This design comes from an exercise in tuning for small area, a short achievable clock period and few clock cycles per item on the open sky130 flow, not from production work.

==> module aes_controller, before the edit <==
module aes_controller(
    input      [3:0] cnt,
    input            idle,
    input            done,
    input            start,
    output     [3:0] cnt_next,
    output           idle_next,
    output           done_next,
    output reg [7:0] rc
);
    assign cnt_next  = idle ? {3'b000, start} : (done ? 4'd0 : cnt + 4'd1);
    assign idle_next = (cnt_next == 4'd0);
    assign done_next = (cnt_next == 4'd10);
    always @(*) begin
        case (cnt)
            4'd1:    rc = 8'h01;
            4'd2:    rc = 8'h02;
            4'd3:    rc = 8'h04;
            4'd4:    rc = 8'h08;
            4'd5:    rc = 8'h10;
            4'd6:    rc = 8'h20;
            4'd7:    rc = 8'h40;
            4'd8:    rc = 8'h80;
            4'd9:    rc = 8'h1b;
            4'd10:   rc = 8'h36;
            default: rc = 8'h00;
        endcase
    end
endmodule
==> module aes_top, before the edit <==
module aes_top (
    input          clk,
    input          rst_n,
    input          start,
    input  [127:0] plaintext,
    input  [127:0] cipher_key,
    output [127:0] ciphertext,
    output         done
);
    reg  [3:0]   cnt;
    reg          idle;      
    reg          done_q;    
    reg  [127:0] r_q;       
    reg  [127:0] kn_q;      
    reg  [31:0]  s_q;       
    wire [3:0]   cnt_next;
    wire         idle_next, done_next;
    wire [7:0]   rc;
    wire [127:0] k_next, kp_n, x, sb;
    wire [31:0]  s_d;
    aes_controller u_ctrl (.cnt(cnt), .idle(idle), .done(done_q), .start(start),
                           .cnt_next(cnt_next), .idle_next(idle_next),
                           .done_next(done_next), .rc(rc));
    assign done = done_q;
    key_expansion u_kx (.k_n(kn_q), .s(s_q), .rc(rc), .k_next(k_next));
    mux128_n      u_km (.s(idle), .a(k_next), .b(cipher_key), .y_n(kp_n));
    key_sbox      u_ks (.w_n(kp_n[31:0]), .s(s_d));
    aes_datapath  u_dp (.idle(idle), .r(r_q), .plaintext(plaintext), .kp_n(kp_n), .x(x));
    subbytes      u_sb (.in_state(x), .out_state(sb));
    shiftrows_addkey u_ct (.r(r_q), .k(k_next), .y(ciphertext));
    always @(posedge clk) begin
        r_q  <= sb;
        kn_q <= kp_n;
        s_q  <= s_d;
    end
    always @(posedge clk or negedge rst_n) begin
        if (!rst_n) begin
            cnt    <= 4'd0;
            idle   <= 1'b1;
            done_q <= 1'b0;
        end else begin
            cnt    <= cnt_next;
            idle   <= idle_next;
            done_q <= done_next;
        end
    end
endmodule
make LEC_CHECK=0 ABC_AREA=0 CAP_MARGIN=20 CORE_MARGIN=2 CORE_UTILIZATION=40 SLEW_MARGIN=20 SYNTH_HIERARCHICAL=1 SYNTH_MINIMUM_KEEP_SIZE=0 finish   # period 7.0 ns
run.sh (not shown) runs the stock make flow with config.mk's settings and CLKGATE_MAP_FILE= SYNTH_SCRIPT=/design/flow/synth_recipe.tcl, a recipe that flattens the netlist after the stock synthesis.
The first run produced a clean layout.
Then changed:
--- a/flow/design.v
+++ b/flow/design.v
@@ -1598,21 +1598,19 @@
     aes_sbox_n u2 (.a(w_n[7:0]),   .y(s[15:8]));
     aes_sbox_n u3 (.a(w_n[31:24]), .y(s[7:0]));
 endmodule
 module aes_controller(
     input      [3:0] cnt,
-    input            idle,
-    input            done,
     input            start,
     output     [3:0] cnt_next,
-    output           idle_next,
-    output           done_next,
+    output           idle,
+    output           done,
     output reg [7:0] rc
 );
-    assign cnt_next  = idle ? {3'b000, start} : (done ? 4'd0 : cnt + 4'd1);
-    assign idle_next = (cnt_next == 4'd0);
-    assign done_next = (cnt_next == 4'd10);
+    assign idle = (cnt == 4'd0);
+    assign done = (cnt == 4'd10);
+    assign cnt_next = idle ? {3'b000, start} : (done ? 4'd0 : cnt + 4'd1);
     always @(*) begin
         case (cnt)
             4'd1:    rc = 8'h01;
             4'd2:    rc = 8'h02;
             4'd3:    rc = 8'h04;
@@ -1635,24 +1633,20 @@
     input  [127:0] cipher_key,
     output [127:0] ciphertext,
     output         done
 );
     reg  [3:0]   cnt;
-    reg          idle;      
-    reg          done_q;    
     reg  [127:0] r_q;       
     reg  [127:0] kn_q;      
     reg  [31:0]  s_q;       
     wire [3:0]   cnt_next;
-    wire         idle_next, done_next;
+    wire         idle;
     wire [7:0]   rc;
     wire [127:0] k_next, kp_n, x, sb;
     wire [31:0]  s_d;
-    aes_controller u_ctrl (.cnt(cnt), .idle(idle), .done(done_q), .start(start),
-                           .cnt_next(cnt_next), .idle_next(idle_next),
-                           .done_next(done_next), .rc(rc));
-    assign done = done_q;
+    aes_controller u_ctrl (.cnt(cnt), .start(start), .cnt_next(cnt_next),
+                           .idle(idle), .done(done), .rc(rc));
     key_expansion u_kx (.k_n(kn_q), .s(s_q), .rc(rc), .k_next(k_next));
     mux128_n      u_km (.s(idle), .a(k_next), .b(cipher_key), .y_n(kp_n));
     key_sbox      u_ks (.w_n(kp_n[31:0]), .s(s_d));
     aes_datapath  u_dp (.idle(idle), .r(r_q), .plaintext(plaintext), .kp_n(kp_n), .x(x));
     subbytes      u_sb (.in_state(x), .out_state(sb));
@@ -1661,16 +1655,9 @@
         r_q  <= sb;
         kn_q <= kp_n;
         s_q  <= s_d;
     end
     always @(posedge clk or negedge rst_n) begin
-        if (!rst_n) begin
-            cnt    <= 4'd0;
-            idle   <= 1'b1;
-            done_q <= 1'b0;
-        end else begin
-            cnt    <= cnt_next;
-            idle   <= idle_next;
-            done_q <= done_next;
-        end
+        if (!rst_n) cnt <= 4'd0;
+        else        cnt <= cnt_next;
     end
 endmodule
The changed run ran to the end with no violations.
Final cell count hardly moves.
Sequential share of layout area hardly moves.
Core utilization shrinks by 0.64 points.
Worst setup slack is about the same.
Register-to-register slack is about the same.
Final area went down slightly.
Critical path depth does not change.
Wire length went down slightly.
Global-route usage is lower by 0.17 points.
Maximum frequency is about the same.
No run of this note included a check of the RTL's function; only the layout flow was run.

-- what the ideal ports hide --
No port has a modelled driver above. Below, the same layouts with a new extraction and two added sets of constraints.
Step 1 (the two cells are an assumption about what drives the block):
set clk [get_ports {clk}]
set_driving_cell -lib_cell sky130_fd_sc_hd__clkbuf_16 $clk
set_driving_cell -lib_cell sky130_fd_sc_hd__buf_2 [delete_from_list [all_inputs] $clk]
Step 2 moves the port delays by t, midway between the first and last clock arrival at a register: inputs arrive t later, outputs are due t later. That takes back most of the time a late clock gives input paths.
a / b / c = ideal ports / drivers / drivers and shift; a / b = the first two.
run | t, ns | slack for setup (ns) | worst setup path after step 2 | latest minus earliest clock arrival (ns) | pins driven straight from the clock port
the first run | 0.660 | 0.422 / 0.422 / 0.082 | input to register | 0.037 / 0.038 | 1
the second run | 0.641 | 0.422 / 0.422 / 0.120 | input to register | 0.029 / 0.029 | 1
After both steps setup and hold are still met in every run listed. The setup slack of the first run, which loses most, moves by 0.000 ns with the drivers and by -0.340 ns with both steps.
